Context: an optimization exercise on an open-source flow, tuned for small area. The choices shown serve that exercise and are no tape-out recipe.
The RTL was checked by simulation tests, not by an equivalence proof against the original design.
No activity file was given, so power comes from the tool's default toggle rates.

==> flow/design.v <==
`timescale 1ns / 1ps
module ma5_add #(parameter W = 16, parameter F = 6, parameter B = 5) (
    input  wire [W-1:0] a,
    input  wire [W-1:0] b,
    input  wire         cin,
    output reg  [W-1:0] s
);
    reg [W-1:0] s0;
    reg c, bc, pa;
    integer i, k;
    always @* begin
        c = cin;
        for (i = 0; i < F; i = i + 1) begin
            s[i] = a[i] ^ b[i] ^ c;
            c = (a[i] & b[i]) | (a[i] & c) | (b[i] & c);
        end
        bc = c;
        for (k = F; k < W; k = k + B) begin
            c = 1'b0;
            pa = 1'b1;
            for (i = k; i < k + B && i < W; i = i + 1) begin
                s0[i] = a[i] ^ b[i] ^ c;
                c = (a[i] & b[i]) | (a[i] & c) | (b[i] & c);
                s[i] = s0[i] ^ (bc & pa);
                pa = pa & s0[i];
            end
            bc = c | (bc & pa);
        end
    end
endmodule
module moving_average_v5 (
    input wire clk,
    input wire rst_n,
    input wire enable,
    input wire data_refresh,
    input wire output_refresh_mode,
    input wire signed [15:0] din,
    input wire [2:0] mode,
    output reg signed [15:0] dout,
    output reg output_pulse
);
reg [27:4] acc;
reg [15:0] h0, h1, h2, h3;
reg [3:0] cnt;
reg init_flag;
wire upd  = enable & data_refresh;
wire load = ~init_flag & (cnt == 4'd0);
reg [23:0] x, y;
always @* begin
    if (!upd)
        x = 24'b0;
    else if (init_flag)
        x = {{8{din[15]}}, din};
    else if (load)
        x = {din, 8'b0};
    else
        x = {{4{din[15]}}, din, 4'b0};
    y = (upd & init_flag) ? ~{{8{h3[15]}}, h3} : 24'b0;
end
wire cin_a = upd & init_flag;
wire [23:0] xs = acc ^ x ^ y;
wire [23:0] xc = (acc & x) | (acc & y) | (x & y);
wire [23:0] acc_next;
ma5_add #(.W(24), .F(4), .B(5)) u_acc_add (
    .a(xs), .b({xc[22:0], cin_a}), .cin(1'b0), .s(acc_next)
);
wire m1 = (mode == 3'b001);
wire m2 = (mode == 3'b010);
wire m3 = (mode == 3'b011);
wire [15:0] q = ({16{m1}} & ~h2) | ({16{m2}} & h1) | ({16{m3}} & acc[27:12]);
wire [15:0] t1s = h0 ^ h1 ^ h2;
wire [15:0] t1c = (h0 & h1) | (h0 & h2) | (h1 & h2);
wire [15:0] t1cs = {t1c[14:0], 1'b0};
wire [15:0] t2s = t1s ^ t1cs ^ q;
wire [15:0] t2c = (t1s & t1cs) | (t1s & q) | (t1cs & q);
wire [15:0] w;
ma5_add #(.W(16), .F(4), .B(4)) u_out_add (
    .a(t2s), .b({t2c[14:0], m1}), .cin(1'b0), .s(w)
);
reg [15:0] dnext;
always @* begin
    case (mode)
        3'b001:         dnext = {w[15], w[15:1]};
        3'b010, 3'b011: dnext = {{2{w[15]}}, w[15:2]};
        3'b100, 3'b101: dnext = acc[27:12];
        default:        dnext = din;
    endcase
end
reg pnext;
always @* begin
    case (mode)
        3'b001:  pnext = cnt[0];
        3'b010:  pnext = (cnt[1:0] == 2'b10);
        3'b011:  pnext = (cnt[1:0] == 2'b11);
        3'b100:  pnext = (cnt == 4'b0111);
        3'b101:  pnext = (cnt == 4'b1111);
        default: pnext = 1'b1;
    endcase
end
always @(posedge clk or negedge rst_n) begin
    if (!rst_n) begin
        acc <= 24'b0;
    end else begin
        acc <= acc_next;
    end
end
always @(posedge clk or negedge rst_n) begin
    if (!rst_n) begin
        h0 <= 16'b0; h1 <= 16'b0; h2 <= 16'b0;
        cnt <= 4'b0;
        init_flag <= 1'b0;
        dout <= 16'b0;
        output_pulse <= 1'b0;
    end else if (enable) begin
        if (data_refresh) begin
            h0 <= din; h1 <= h0; h2 <= h1;
            if (!init_flag) begin
                cnt <= cnt + 4'd1;
                if (cnt == 4'd15) init_flag <= 1'b1;
            end
        end
        output_pulse <= data_refresh & (output_refresh_mode | pnext);
        dout <= dnext;
    end
end
always @(posedge clk) begin
    if (enable & data_refresh) h3 <= h2;
end
endmodule
==> flow/config.mk <==
export PLATFORM = sky130hd
export DESIGN_NAME = moving_average_v5
export DESIGN_NICKNAME = moving_average_v5
export VERILOG_FILES = /design/flow/design.v
export SDC_FILE = /design/flow/constraint.sdc
export NUM_CORES = 4
export LEC_CHECK = 0
export ABC_AREA = 1
export CAP_MARGIN = 20
export CORE_MARGIN = 2
export CORE_UTILIZATION = 60
export CTS_BUF_LIST = sky130_fd_sc_hd__clkbuf_8
export GPL_TIMING_DRIVEN = 0
export SLEW_MARGIN = 20
==> flow/constraint.sdc <==
create_clock -name core_clock -period 6.0 [get_ports {clk}]
set_input_delay 1.2000 -clock core_clock [delete_from_list [all_inputs] [get_ports {clk}]]
set_output_delay 1.2000 -clock core_clock [all_outputs]
set_load 0.01 [all_outputs]
standard.sh (not shown) runs the stock make flow with config.mk's settings and CLKGATE_MAP_FILE= SYNTH_SCRIPT=/design/flow/synth_recipe.tcl, a recipe that flattens the netlist after the stock synthesis.
==> flow/flow/run.sh <==
#!/bin/bash
# The standard layout with an area pass after its standard synthesis:
#  * each port gets the smallest buffer (buf_1);
#  * clock tree synthesis inserts no dummy loads;
#  * the synthesized netlist is improved without touching its registers:
#    fa_polarity.py picks each full adder's polarity (a full adder is
#    self-dual) to drop inverters, and abc re-maps the remaining logic for
#    area (reabc.ys), three times over; the result replaces 1_2_yosys.v and the
#    standard flow continues from there. Timing is then repaired by the flow.
set -euo pipefail
export BUFFER_PORTS_ARGS="-buffer_cell sky130_fd_sc_hd__buf_1"
export CTS_ARGS="-sink_clustering_enable -repair_clock_nets -buf_list sky130_fd_sc_hd__clkbuf_8 -dont_use_dummy_load"
R=orfs/results/sky130hd/moving_average_v5/base
L=orfs/logs/sky130hd/moving_average_v5/base
LIB=$FLOW_HOME/platforms/sky130hd/lib/sky130_fd_sc_hd__tt_025C_1v80.lib
bash standard.sh synth > synth.log 2>&1
cp $R/1_2_yosys.v yosys_standard.v
DONTUSE=$(grep -o -- "-dont_use [^ ]*" $L/1_2_yosys.log | sort -u | tr '\n' ' ')
cur=yosys_standard.v
for i in 1 2 3; do
  python3 flow/fa_polarity.py $cur pol$i.v >> fa_polarity.log 2>&1
  sed -e "s#@LIB@#$LIB#g" -e "s#@IN@#pol$i.v#" -e "s#@OUT@#abc$i.v#" \
      -e "s#@SCRIPT@#flow/amap.script#" -e "s#@TOP@#$FLOW_TOP#" \
      -e "s#@DONTUSE@#$DONTUSE#" flow/reabc.ys > reabc$i.ys
  yosys -l reabc$i.log reabc$i.ys > /dev/null
  cur=abc$i.v
done
python3 flow/fa_polarity.py $cur yosys_final.v >> fa_polarity.log 2>&1
cp yosys_final.v $R/1_2_yosys.v
rm -f $R/1_synth.odb
bash standard.sh > standard.log 2>&1
==> flow/flow/amap.script <==
strash
dch -f
map
Other scripts of this flow, unchanged in this note and not shown: flow/flow/fa_polarity.py, flow/flow/reabc.ys
The first run completed without violations.
Edit:
--- a/flow/flow/run.sh
+++ b/flow/flow/run.sh
@@ -8 +8 @@
-#    area (reabc.ys), three times over; the result replaces 1_2_yosys.v and the
+#    area (reabc.ys), three times over, keeping the smallest; the result replaces 1_2_yosys.v and the
@@ -19,0 +20,2 @@
+best=""
+best_area=""
@@ -25,0 +28,5 @@
+  area=$(grep "Chip area" reabc$i.log | tail -1 | awk '{print $NF}')
+  if [[ -z "$best" ]] || awk "BEGIN{exit !($area < $best_area)}"; then
+    best=abc$i.v
+    best_area=$area
+  fi
@@ -28 +35,2 @@
-python3 flow/fa_polarity.py $cur yosys_final.v >> fa_polarity.log 2>&1
+echo "kept $best ($best_area um2)" >> fa_polarity.log
+python3 flow/fa_polarity.py $best yosys_final.v >> fa_polarity.log 2>&1
==> flow/flow/amap.script (replaced) <==
strash
dc2
dch -f
map
- GPL_TIMING_DRIVEN: 0 -> not set
Effect:
- The new run finished with timing, DRC and antenna clean
- core utilization barely changes
- final area shrinks slightly
- total power grows slightly
- clock-buffer cell count is unchanged
- worst hold slack barely changes
- first-iteration DRC count grows by well over a third
- die area shrinks slightly
- worst setup slack is better by 0.063 ns
- cell count shrinks slightly
Edit:
--- a/flow/flow/run.sh
+++ b/flow/flow/run.sh
@@ -8 +8 @@
-#    area (reabc.ys), three times over, keeping the smallest; the result replaces 1_2_yosys.v and the
+#    area (reabc.ys), twice over; the result replaces 1_2_yosys.v and the
@@ -20,2 +19,0 @@
-best=""
-best_area=""
@@ -28,5 +25,0 @@
-  area=$(grep "Chip area" reabc$i.log | tail -1 | awk '{print $NF}')
-  if [[ -z "$best" ]] || awk "BEGIN{exit !($area < $best_area)}"; then
-    best=abc$i.v
-    best_area=$area
-  fi
@@ -35,2 +28 @@
-echo "kept $best ($best_area um2)" >> fa_polarity.log
-python3 flow/fa_polarity.py $best yosys_final.v >> fa_polarity.log 2>&1
+python3 flow/fa_polarity.py $cur yosys_final.v >> fa_polarity.log 2>&1
==> flow/flow/amap.script (replaced) <==
strash
dch -f
map
- CORE_UTILIZATION: 60 -> 40
Outcome: Via count went down by 4.4%; count of clock-buffer cells in the layout is unchanged; final cell count climbs by 10%; die area goes up by 49%.
Edit:
--- a/flow/flow/run.sh
+++ b/flow/flow/run.sh
@@ -8 +8 @@
-#    area (reabc.ys), twice over; the result replaces 1_2_yosys.v and the
+#    area (reabc.ys), three times over, keeping the smallest; the result replaces 1_2_yosys.v and the
@@ -19,0 +20,2 @@
+best=""
+best_area=""
@@ -25,0 +28,5 @@
+  area=$(grep "Chip area" reabc$i.log | tail -1 | awk '{print $NF}')
+  if [[ -z "$best" ]] || awk "BEGIN{exit !($area < $best_area)}"; then
+    best=abc$i.v
+    best_area=$area
+  fi
@@ -28 +35,2 @@
-python3 flow/fa_polarity.py $cur yosys_final.v >> fa_polarity.log 2>&1
+echo "kept $best ($best_area um2)" >> fa_polarity.log
+python3 flow/fa_polarity.py $best yosys_final.v >> fa_polarity.log 2>&1
- CORE_UTILIZATION: 40 -> 70
- The new run passed the timing, design-rule and antenna checks
- setup slack loses 0.090 ns
- total power went up by about 2.6%
- die area goes down by 42%
- flip-flop and latch count stays the same

[static timing again, ports no longer ideal]
In the flow no input, the clock included, has a driving cell. The finished layouts below were timed again as built, in two steps. Step 1 sets driving cells, clkbuf_16 on the clock port and buf_2 on the other inputs (assumed; they add their load-dependent delay and slew). Step 2 also shifts input and output timing later by t, the mid clock arrival at the registers, as if the neighbouring blocks saw the same clock. a / b / c = ideal / step 1 / step 2; a / b = the first two.
| run | shift t [ns] | setup slack, ns | cell pins on the clock port's net |
|---|---|---|---|
| the first run | 0.432 | 0.170 / 0.189 / -0.243 | 1 |
| the second run | 0.430 | 0.233 / 0.245 / -0.185 | 1 |
| the third run | 0.414 | 0.605 / 0.617 / 0.202 | 1 |
| the fourth run | 0.436 | 0.515 / 0.529 / 0.093 | 1 |
Met with ideal ports but missed after step 2: setup timing in the first run and the second run. The setup slack of the fourth run, which loses most, moves by +0.014 ns with the drivers and by -0.422 ns with both steps.
